Background: an optimization exercise with open tools, aiming at small area and a short achievable clock period. Do not read the settings as production practice. Power figures rest on the tool's default switching activity, not on a simulated workload.

==> harbor <==
## FIR_filter
module FIR_filter #(
    parameter  N1   = 8,
    parameter  N2 = 16 ,
    parameter integer N3  = 32
)(
    input  wire                      clk,
    input  wire                      rst,
    input  wire                      enable,
    input  wire signed [N2-1:0]    input_data,
    output  signed [N3-1:0]   sampleT,
   output   signed [N3-1:0] output_data
);
clock: 12.0 ns
lec_check: 0
cap_margin: 20
core_margin: 2
core_utilization: 75
cts_buf_list: sky130_fd_sc_hd__clkbuf_8
cts_cluster_diameter: 100
cts_cluster_size: 40
place_density: 0.8
slew_margin: 20
synth_hierarchical: 1
synth_minimum_keep_size: 0
standard.sh (not shown) runs the stock make flow with config.mk's settings and CLKGATE_MAP_FILE= SYNTH_SCRIPT=/design/flow/synth_recipe.tcl, a recipe that flattens the netlist after the stock synthesis.
==> flow/flow/run.sh <==
#!/bin/bash
# The standard layout (the standard.sh, unchanged synthesis and steps), with the
# port buffers that the flow inserts on every input and output made from buf_1 cells,
# and repair_timing asked for more setup slack than the 12 ns clock needs.
# make's output goes to layout.log; each tool's own log is under orfs/logs/.
set -euo pipefail
bash standard.sh 'BUFFER_PORTS_ARGS=-buffer_cell sky130_fd_sc_hd__buf_1' SETUP_SLACK_MARGIN=7.6 TNS_END_PERCENT=5 finish > layout.log 2>&1
==> willow: changes against harbor <==
--- a/flow/design.v
+++ b/flow/design.v
@@ -419,34 +419,28 @@
   fir_xor u_yo_sgn1 (.a(yo_p[19]), .b(yo_c[18]), .y(yo_sgn1));
   wire yo_sgn2;
   fir_xor u_yo_sgn2 (.a(yo_p[19]), .b(yo_c[18]), .y(yo_sgn2));
   wire yo_sgn3;
   fir_xor u_yo_sgn3 (.a(yo_p[19]), .b(yo_c[18]), .y(yo_sgn3));
   wire [24:0] y = {yo[19:1], ylo};
   wire [7:0] ysign = {{2{yo_sgn3}}, {2{yo_sgn2}}, {2{yo_sgn1}}, {2{yo_sgn0}}};
-  wire ld0, hold0;
-  fir_ctl u_ctl0 (.rst(rst), .enable(enable), .ld(ld0), .hold(hold0));
-  wire ld1, hold1;
-  fir_ctl u_ctl1 (.rst(rst), .enable(enable), .ld(ld1), .hold(hold1));
-  wire ld2, hold2;
-  fir_ctl u_ctl2 (.rst(rst), .enable(enable), .ld(ld2), .hold(hold2));
-  wire ld3, hold3;
-  fir_ctl u_ctl3 (.rst(rst), .enable(enable), .ld(ld3), .hold(hold3));
+  wire ld, hold;
+  fir_ctl u_ctl (.rst(rst), .enable(enable), .ld(ld), .hold(hold));
   always @(posedge clk) begin
-    ylo <= ({6{ld0}} & ylo_next[5:0]) | ({6{hold0}} & ylo);
-    yc <= ({1{ld1}} & ylo_next[6]) | ({1{hold1}} & yc);
-    yhp <= ({19{ld2}} & yhp_next) | ({19{hold2}} & yhp);
-    yhg <= (({19{ld3}} & yhg_next) | ({19{hold3}} & yhg)) & 19'b0111111101111111101;
-    s0 <= ({16{ld0}} & input_data) | ({16{hold0}} & s0);
-    u0 <= ({17{ld1}} & u_in) | ({17{hold1}} & u0);
-    u1 <= ({17{ld2}} & u0) | ({17{hold2}} & u1);
-    u2 <= ({17{ld3}} & u1) | ({17{hold3}} & u2);
-    u3 <= ({17{ld0}} & u2) | ({17{hold0}} & u3);
-    u4 <= ({17{ld1}} & u3) | ({17{hold1}} & u4);
-    u5 <= ({17{ld2}} & u4) | ({17{hold2}} & u5);
+    ylo <= ({6{ld}} & ylo_next[5:0]) | ({6{hold}} & ylo);
+    yc <= ({1{ld}} & ylo_next[6]) | ({1{hold}} & yc);
+    yhp <= ({19{ld}} & yhp_next) | ({19{hold}} & yhp);
+    yhg <= (({19{ld}} & yhg_next) | ({19{hold}} & yhg)) & 19'b0111111101111111101;
+    s0 <= ({16{ld}} & input_data) | ({16{hold}} & s0);
+    u0 <= ({17{ld}} & u_in) | ({17{hold}} & u0);
+    u1 <= ({17{ld}} & u0) | ({17{hold}} & u1);
+    u2 <= ({17{ld}} & u1) | ({17{hold}} & u2);
+    u3 <= ({17{ld}} & u2) | ({17{hold}} & u3);
+    u4 <= ({17{ld}} & u3) | ({17{hold}} & u4);
+    u5 <= ({17{ld}} & u4) | ({17{hold}} & u5);
   end
   assign output_data = {ysign, y[23:0]};
   assign sampleT = {{16{s0[15]}}, s0};
 endmodule
 module fir_fa (input wire a, input wire b, input wire c, output wire s, output wire co);
   assign s = a ^ b ^ c;
   assign co = (a & b) | (a & c) | (b & c);
==> comparison table <==
quantity	willow	harbor
Number of buffers and inverters on the critical path	1	2
Effective utilization at floorplan	0.775	0.759
Wire length after detailed routing	20,500 µm	23,900 µm
Drt first pass iters	4	7
Internal portion of total power	1300 µW	1320 µW
DRC violation total after the first TritonRoute iteration	316	520
Cell area reported after detailed placement	0.0106 mm²	0.0107 mm²
Number of placed cells counting well taps	1,032	1,042
Transition at the pin with the smallest max-transition slack	0.926 ns	1.11 ns
Detail Route met2 WL	9680 µm	12,400 µm
Max frequency	213 MHz	210 MHz
Result of the run	complete, no violations	complete, no violations
Met1 capacity usage during global routing	0.404	0.382
Fraction of layout instances using a drive strength above 1	0.0888	0.102
Tapcell Cnt	180	184
Startpoint of the most critical hold path	ylo[0]	u5[4]
Crit path from	yhp[3]	yhp[5]
No functional check of the RTL was part of any run of this note.


==> run a: inputs <==
FIR_filter, a different RTL version from the one above (not shown whole).
## FIR_filter
module FIR_filter #(
    parameter  N1   = 8,
    parameter  N2 = 16 ,
    parameter integer N3  = 32
)(
    input  wire                      clk,
    input  wire                      rst,
    input  wire                      enable,
    input  wire signed [N2-1:0]    input_data,
    output  signed [N3-1:0]   sampleT,
   output   signed [N3-1:0] output_data
);
  reg [15:0] s0;
  reg [16:0] u0, u1, u2, u3, u4, u5;
  reg [9:0] ylo;
  reg yc;
  reg [14:0] yha, yhb;
  wire vs1, vc2;
  fir_fa u_vs1 (.a(u1[0]), .b(u3[0]), .c(~s0[0]), .s(vs1), .co(vc2));
  wire vs3, vc4;
  fir_fa u_vs3 (.a(u1[1]), .b(u3[1]), .c(~s0[1]), .s(vs3), .co(vc4));
  wire vs5, vc6;
  fir_fa u_vs5 (.a(~u5[1]), .b(vc2), .c(vs3), .s(vs5), .co(vc6));
  wire vs7, vc8;
  fir_fa u_vs7 (.a(u1[2]), .b(u3[2]), .c(~s0[2]), .s(vs7), .co(vc8));
  wire vs9, vc10;
  fir_fa u_vs9 (.a(~u5[2]), .b(vc4), .c(vs7), .s(vs9), .co(vc10));
  wire vs11, vc12;
  fir_fa u_vs11 (.a(u1[3]), .b(u3[3]), .c(~s0[3]), .s(vs11), .co(vc12));
  wire vs13, vc14;
  fir_fa u_vs13 (.a(~u5[3]), .b(vc8), .c(vs11), .s(vs13), .co(vc14));
  wire vs15, vc16;
  fir_fa u_vs15 (.a(u1[4]), .b(u3[4]), .c(~s0[4]), .s(vs15), .co(vc16));
  wire vs17, vc18;
  fir_fa u_vs17 (.a(~u5[4]), .b(vc12), .c(vs15), .s(vs17), .co(vc18));
  wire vs19, vc20;
  fir_fa u_vs19 (.a(u1[5]), .b(u3[5]), .c(~s0[5]), .s(vs19), .co(vc20));
  wire vs21, vc22;
  fir_fa u_vs21 (.a(~u5[5]), .b(vc16), .c(vs19), .s(vs21), .co(vc22));
  wire vs23, vc24;
  fir_fa u_vs23 (.a(u1[6]), .b(u3[6]), .c(~s0[6]), .s(vs23), .co(vc24));
  wire vs25, vc26;
  fir_fa u_vs25 (.a(~u5[6]), .b(vc20), .c(vs23), .s(vs25), .co(vc26));
  wire vs27, vc28;
  fir_fa u_vs27 (.a(u1[7]), .b(u3[7]), .c(~s0[7]), .s(vs27), .co(vc28));
  wire vs29, vc30;
  ...
clock: 12.0 ns
lec_check: 0
cap_margin: 20
core_margin: 2
core_utilization: 60
cts_buf_list: sky130_fd_sc_hd__clkbuf_8
cts_cluster_diameter: 100
cts_cluster_size: 40
place_density: 0.7
slew_margin: 20
synth_hierarchical: 1
synth_minimum_keep_size: 0
run.sh (not shown) runs the stock make flow with config.mk's settings and CLKGATE_MAP_FILE= SYNTH_SCRIPT=/design/flow/synth_recipe.tcl, a recipe that flattens the netlist after the stock synthesis.
Stock flow here: none of the scripts above is used.
==> inputs of run b, as changes to run a <==
--- a/flow/design.v
+++ b/flow/design.v
@@ -10,15 +10,15 @@
     input  wire signed [N2-1:0]    input_data,
     output  signed [N3-1:0]   sampleT,
    output   signed [N3-1:0] output_data
 );
   reg [15:0] s0;
   reg [16:0] u0, u1, u2, u3, u4, u5;
-  reg [9:0] ylo;
+  reg [7:0] ylo;
   reg yc;
-  reg [14:0] yha, yhb;
+  reg [16:0] yha, yhb;
   wire vs1, vc2;
   fir_fa u_vs1 (.a(u1[0]), .b(u3[0]), .c(~s0[0]), .s(vs1), .co(vc2));
   wire vs3, vc4;
   fir_fa u_vs3 (.a(u1[1]), .b(u3[1]), .c(~s0[1]), .s(vs3), .co(vc4));
   wire vs5, vc6;
   fir_fa u_vs5 (.a(~u5[1]), .b(vc2), .c(vs3), .s(vs5), .co(vc6));
@@ -387,43 +387,43 @@
   wire qs369, qc370;
   fir_ha u_qs369 (.a(qc362), .b(qs367), .s(qs369), .co(qc370));
   wire qs371 = ~(~u2[16] ^ qc366);
   wire qc372 = ~u2[16] | qc366;
   wire qs373, qc374;
   fir_fa u_qs373 (.a(qs371), .b(qc368), .c(qc370), .s(qs373), .co(qc374));
-  wire [10:0] qa = {1'b0, qc162, qc144, qs143, qc110, qc96, qc84, qs83, ~input_data[2], qs69, qs67};
-  wire [10:0] qb = {1'b0, qs179, qs161, 1'b0, qs125, qs109, qs95, 1'b0, qs75, ~input_data[1], ~input_data[0]};
-  wire [10:0] ylo_next_p = qa ^ qb;
-  wire [10:0] ylo_next_g = qa & qb;
-  wire [9:0] ylo_next_c;
-  fir_pfx_ylo_next u_pfx_ylo_next (.p(ylo_next_p[9:0]), .g(ylo_next_g[9:0]), .c(ylo_next_c));
-  wire [10:0] ylo_next = ylo_next_p ^ {ylo_next_c, 1'b0};
-  wire [14:0] yha_next = {1'b1, qc372, qs373, qs369, qs363, qc340, qs339, qs323, qs305, qc270, qc252, qc234, qc216, qc198, qc180};
-  wire [14:0] yhb_next = {1'b0, qc374, 1'b0, qc364, qc354, qs353, qc324, 1'b0, qc288, qs287, qs269, qs251, qs233, qs215, qs197};
+  wire [8:0] qa = {1'b0, qs143, qc110, qc96, qc84, qs83, ~input_data[2], qs69, qs67};
+  wire [8:0] qb = {1'b0, 1'b0, qs125, qs109, qs95, 1'b0, qs75, ~input_data[1], ~input_data[0]};
+  wire [8:0] ylo_next_p = qa ^ qb;
+  wire [8:0] ylo_next_g = qa & qb;
+  wire [7:0] ylo_next_c;
+  fir_pfx_ylo_next u_pfx_ylo_next (.p(ylo_next_p[7:0]), .g(ylo_next_g[7:0]), .c(ylo_next_c));
+  wire [8:0] ylo_next = ylo_next_p ^ {ylo_next_c, 1'b0};
+  wire [16:0] yha_next = {1'b1, qc372, qs373, qs369, qs363, qc340, qs339, qs323, qs305, qc270, qc252, qc234, qc216, qc198, qc180, qc162, qc144};
+  wire [16:0] yhb_next = {1'b0, qc374, 1'b0, qc364, qc354, qs353, qc324, 1'b0, qc288, qs287, qs269, qs251, qs233, qs215, qs197, qs179, qs161};
   wire [16:0] ui_a = {input_data[15], input_data};
   wire [16:0] ui_b = {s0[15], s0};
   wire [16:0] u_in_p = ui_a ^ ui_b;
   wire [16:0] u_in_g = ui_a & ui_b;
   wire [15:0] u_in_c;
   fir_pfx_u_in u_pfx_u_in (.p(u_in_p[15:0]), .g(u_in_g[15:0]), .c(u_in_c));
   wire [16:0] u_in = u_in_p ^ {u_in_c, 1'b0};
-  wire [15:0] yo_a = {yha, yc};
-  wire [15:0] yo_b = {yhb, yc};
-  wire [15:0] yo_p = yo_a ^ yo_b;
-  wire [15:0] yo_g = yo_a & yo_b;
-  wire [14:0] yo_c;
-  fir_pfx_yo u_pfx_yo (.p(yo_p[14:0]), .g(yo_g[14:0]), .c(yo_c));
-  wire [15:0] yo = yo_p ^ {yo_c, 1'b0};
-  wire [24:0] y = {yo[15:1], ylo};
+  wire [17:0] yo_a = {yha, yc};
+  wire [17:0] yo_b = {yhb, yc};
+  wire [17:0] yo_p = yo_a ^ yo_b;
+  wire [17:0] yo_g = yo_a & yo_b;
+  wire [16:0] yo_c;
+  fir_pfx_yo u_pfx_yo (.p(yo_p[16:0]), .g(yo_g[16:0]), .c(yo_c));
+  wire [17:0] yo = yo_p ^ {yo_c, 1'b0};
+  wire [24:0] y = {yo[17:1], ylo};
   always @(posedge clk) begin
     if (rst) begin
       s0 <= 16'd0;
       u0 <= 17'd0; u1 <= 17'd0; u2 <= 17'd0; u3 <= 17'd0; u4 <= 17'd0; u5 <= 17'd0;
-      ylo <= 10'd0; yc <= 1'b0; yha <= 15'd0; yhb <= 15'd0;
+      ylo <= 8'd0; yc <= 1'b0; yha <= 17'd0; yhb <= 17'd0;
     end else if (enable) begin
-      ylo <= ylo_next[9:0]; yc <= ylo_next[10]; yha <= yha_next; yhb <= yhb_next;
+      ylo <= ylo_next[7:0]; yc <= ylo_next[8]; yha <= yha_next; yhb <= yhb_next;
       s0 <= input_data;
       u0 <= u_in; u1 <= u0; u2 <= u1; u3 <= u2; u4 <= u3; u5 <= u4;
     end
   end
   assign output_data = {{7{y[24]}}, y};
   assign sampleT = {{16{s0[15]}}, s0};
@@ -433,46 +433,40 @@
   assign co = (a & b) | (a & c) | (b & c);
 endmodule
 module fir_ha (input wire a, input wire b, output wire s, output wire co);
   assign s = a ^ b;
   assign co = a & b;
 endmodule
-module fir_pfx_ylo_next (input wire [9:0] p, input wire [9:0] g, output wire [9:0] c);
+module fir_pfx_ylo_next (input wire [7:0] p, input wire [7:0] g, output wire [7:0] c);
   wire G1 = g[1] | (p[1] & g[0]);
   wire P2 = p[1] & p[0];
   wire G3 = g[3] | (p[3] & g[2]);
   wire P4 = p[3] & p[2];
   wire G5 = g[5] | (p[5] & g[4]);
   wire P6 = p[5] & p[4];
   wire G7 = g[7] | (p[7] & g[6]);
   wire P8 = p[7] & p[6];
-  wire G9 = g[9] | (p[9] & g[8]);
-  wire P10 = p[9] & p[8];
-  wire G11 = g[2] | (p[2] & G1);
-  wire P12 = p[2] & P2;
-  wire G13 = G3 | (P4 & G1);
-  wire P14 = P4 & P2;
-  wire G15 = g[6] | (p[6] & G5);
-  wire P16 = p[6] & P6;
-  wire G17 = G7 | (P8 & G5);
-  wire P18 = P8 & P6;
-  wire G19 = g[4] | (p[4] & G13);
-  wire P20 = p[4] & P14;
-  wire G21 = G5 | (P6 & G13);
-  wire P22 = P6 & P14;
-  wire G23 = G15 | (P16 & G13);
-  wire P24 = P16 & P14;
-  wire G25 = G17 | (P18 & G13);
-  wire P26 = P18 & P14;
-  wire G27 = g[8] | (p[8] & G25);
-  wire P28 = p[8] & P26;
-  wire G29 = G9 | (P10 & G25);
-  wire P30 = P10 & P26;
-  assign c = {G29, G27, G25, G23, G21, G19, G13, G11, G1, g[0]};
+  wire G9 = g[2] | (p[2] & G1);
+  wire P10 = p[2] & P2;
+  wire G11 = G3 | (P4 & G1);
+  wire P12 = P4 & P2;
+  wire G13 = g[6] | (p[6] & G5);
+  wire P14 = p[6] & P6;
+  wire G15 = G7 | (P8 & G5);
+  wire P16 = P8 & P6;
+  wire G17 = g[4] | (p[4] & G11);
+  wire P18 = p[4] & P12;
+  wire G19 = G5 | (P6 & G11);
+  wire P20 = P6 & P12;
+  wire G21 = G13 | (P14 & G11);
+  wire P22 = P14 & P12;
+  wire G23 = G15 | (P16 & G11);
+  wire P24 = P16 & P12;
+  assign c = {G23, G21, G19, G17, G11, G9, G1, g[0]};
 endmodule
-module fir_pfx_yo (input wire [14:0] p, input wire [14:0] g, output wire [14:0] c);
+module fir_pfx_yo (input wire [16:0] p, input wire [16:0] g, output wire [16:0] c);
   wire G1 = g[1] | (p[1] & g[0]);
   wire P2 = p[1] & p[0];
   wire G3 = g[3] | (p[3] & g[2]);
   wire P4 = p[3] & p[2];
   wire G5 = g[5] | (p[5] & g[4]);
   wire P6 = p[5] & p[4];
@@ -481,55 +475,65 @@
   wire G9 = g[9] | (p[9] & g[8]);
   wire P10 = p[9] & p[8];
   wire G11 = g[11] | (p[11] & g[10]);
   wire P12 = p[11] & p[10];
   wire G13 = g[13] | (p[13] & g[12]);
   wire P14 = p[13] & p[12];
-  wire G15 = g[2] | (p[2] & G1);
-  wire P16 = p[2] & P2;
-  wire G17 = G3 | (P4 & G1);
-  wire P18 = P4 & P2;
-  wire G19 = g[6] | (p[6] & G5);
-  wire P20 = p[6] & P6;
-  wire G21 = G7 | (P8 & G5);
-  wire P22 = P8 & P6;
-  wire G23 = g[10] | (p[10] & G9);
-  wire P24 = p[10] & P10;
-  wire G25 = G11 | (P12 & G9);
-  wire P26 = P12 & P10;
-  wire G27 = g[14] | (p[14] & G13);
-  wire P28 = p[14] & P14;
-  wire G29 = g[4] | (p[4] & G17);
-  wire P30 = p[4] & P18;
-  wire G31 = G5 | (P6 & G17);
-  wire P32 = P6 & P18;
-  wire G33 = G19 | (P20 & G17);
-  wire P34 = P20 & P18;
-  wire G35 = G21 | (P22 & G17);
-  wire P36 = P22 & P18;
-  wire G37 = g[12] | (p[12] & G25);
-  wire P38 = p[12] & P26;
-  wire G39 = G13 | (P14 & G25);
-  wire P40 = P14 & P26;
-  wire G41 = G27 | (P28 & G25);
-  wire P42 = P28 & P26;
-  wire G43 = g[8] | (p[8] & G35);
-  wire P44 = p[8] & P36;
-  wire G45 = G9 | (P10 & G35);
-  wire P46 = P10 & P36;
-  wire G47 = G23 | (P24 & G35);
-  wire P48 = P24 & P36;
-  wire G49 = G25 | (P26 & G35);
-  wire P50 = P26 & P36;
-  wire G51 = G37 | (P38 & G35);
-  wire P52 = P38 & P36;
-  wire G53 = G39 | (P40 & G35);
-  wire P54 = P40 & P36;
-  wire G55 = G41 | (P42 & G35);
-  wire P56 = P42 & P36;
-  assign c = {G55, G53, G51, G49, G47, G45, G43, G35, G33, G31, G29, G17, G15, G1, g[0]};
+  wire G15 = g[15] | (p[15] & g[14]);
+  wire P16 = p[15] & p[14];
+  wire G17 = g[2] | (p[2] & G1);
+  wire P18 = p[2] & P2;
+  wire G19 = G3 | (P4 & G1);
+  wire P20 = P4 & P2;
+  wire G21 = g[6] | (p[6] & G5);
+  wire P22 = p[6] & P6;
+  wire G23 = G7 | (P8 & G5);
+  wire P24 = P8 & P6;
+  wire G25 = g[10] | (p[10] & G9);
+  wire P26 = p[10] & P10;
+  wire G27 = G11 | (P12 & G9);
+  wire P28 = P12 & P10;
+  wire G29 = g[14] | (p[14] & G13);
+  wire P30 = p[14] & P14;
+  wire G31 = G15 | (P16 & G13);
+  wire P32 = P16 & P14;
+  wire G33 = g[4] | (p[4] & G19);
+  wire P34 = p[4] & P20;
+  wire G35 = G5 | (P6 & G19);
+  wire P36 = P6 & P20;
+  wire G37 = G21 | (P22 & G19);
+  wire P38 = P22 & P20;
+  wire G39 = G23 | (P24 & G19);
+  wire P40 = P24 & P20;
+  wire G41 = g[12] | (p[12] & G27);
+  wire P42 = p[12] & P28;
+  wire G43 = G13 | (P14 & G27);
+  wire P44 = P14 & P28;
+  wire G45 = G29 | (P30 & G27);
+  wire P46 = P30 & P28;
+  wire G47 = G31 | (P32 & G27);
+  wire P48 = P32 & P28;
+  wire G49 = g[8] | (p[8] & G39);
+  wire P50 = p[8] & P40;
+  wire G51 = G9 | (P10 & G39);
+  wire P52 = P10 & P40;
+  wire G53 = G25 | (P26 & G39);
+  wire P54 = P26 & P40;
+  wire G55 = G27 | (P28 & G39);
+  wire P56 = P28 & P40;
+  wire G57 = G41 | (P42 & G39);
+  wire P58 = P42 & P40;
+  wire G59 = G43 | (P44 & G39);
+  wire P60 = P44 & P40;
+  wire G61 = G45 | (P46 & G39);
+  wire P62 = P46 & P40;
+  wire G63 = G47 | (P48 & G39);
+  wire P64 = P48 & P40;
+  wire G65 = g[16] | (p[16] & G63);
+  wire P66 = p[16] & P64;
+  assign c = {G65, G63, G61, G59, G57, G55, G53, G51, G49, G39, G37, G35, G33, G19, G17, G1, g[0]};
 endmodule
 module fir_pfx_u_in (input wire [15:0] p, input wire [15:0] g, output wire [15:0] c);
   wire G1 = g[1] | (p[1] & g[0]);
   wire P2 = p[1] & p[0];
   wire G3 = g[3] | (p[3] & g[2]);
   wire P4 = p[3] & p[2];
==> results.yml <==
grt:
  grtUsageMet1: 0.256
final_layout:
  utilization: 0.646
  drive_gt1_frac: 0.0920
  fillers: 1625
outcome:
  status: "timing/DRC/antenna clean"
power:
  vdd_drop_max_uv: 111
  switching_power_uw: 953
  pwr-share-seq: 0.254
synth:
  syn_area_per_cell_sq_um: 11.5
  synth_fa_ha_area_frac: 0.346
clock_network:
  clk_pin_slew_worst_paths_ps: 90
sta:
  fmax_mhz: 185
  final.period_utilization: 0.452
critical_path:
  crit_cells: 7
That was run b.
==> results.yml <==
synth:
  yosys.area.top_type: "fa_1"
  syn_area_per_cell_sq_um: 11.4
clock_network:
  clock-sinks: 156
  insertion_delay_ps: 460
grt:
  grtUsageMet1: 0.252
  grt.met3_usage: 0.0394
final_layout:
  design_area_sq_um: 12300
  fillers: 1464
  utilization: 0.656
die:
  nWellTaps: 234
critical_path:
  r2r_setup_slack_ps: 6720
placed_design:
  pre_cts_slack_ps: 6370
sta:
  final.period_utilization: 0.476
  fmax_mhz: 175
power:
  switching_power_uw: 1020
outcome:
  status: "timing/DRC/antenna clean"
That was run a.
No run of this note included a check of the RTL's function; only the layout flow was run.

separate check: timing with driven ports:
No port has a modelled driver above. Below, the same layouts with a new extraction and two added sets of constraints. Step 1: set_driving_cell puts a clkbuf_16 on clk and a buf_2 on each other input, an assumption about the parent block. Step 2 adds t to the input delays and takes it off the output delays; t is the mean of the earliest and latest rising clock arrival at the registers after step 1. Input paths then give back, and output paths get back, about the clock's delay inside the block. a / b / c = no drivers / after step 1 / after step 2; a / b = the first two.
run	t, ns	setup slack, ns	hold slack, ns	worst setup path at the end
harbor	0.511	7.247 / 7.207 / 6.933	0.480 / 0.480 / 0.480	input to register
willow	0.487	7.310 / 7.274 / 6.911	0.470 / 0.470 / 0.470	input to register
run a	0.491	6.284 / 6.245 / 6.382	0.499 / 0.499 / 0.499	input to register
run b	0.497	6.580 / 6.538 / 6.511	0.489 / 0.489 / 0.489	input to register
After both steps every run listed still meets setup and hold. For willow, which loses most, drivers alone change the setup slack by -0.036 ns; drivers and shift together by -0.399 ns.
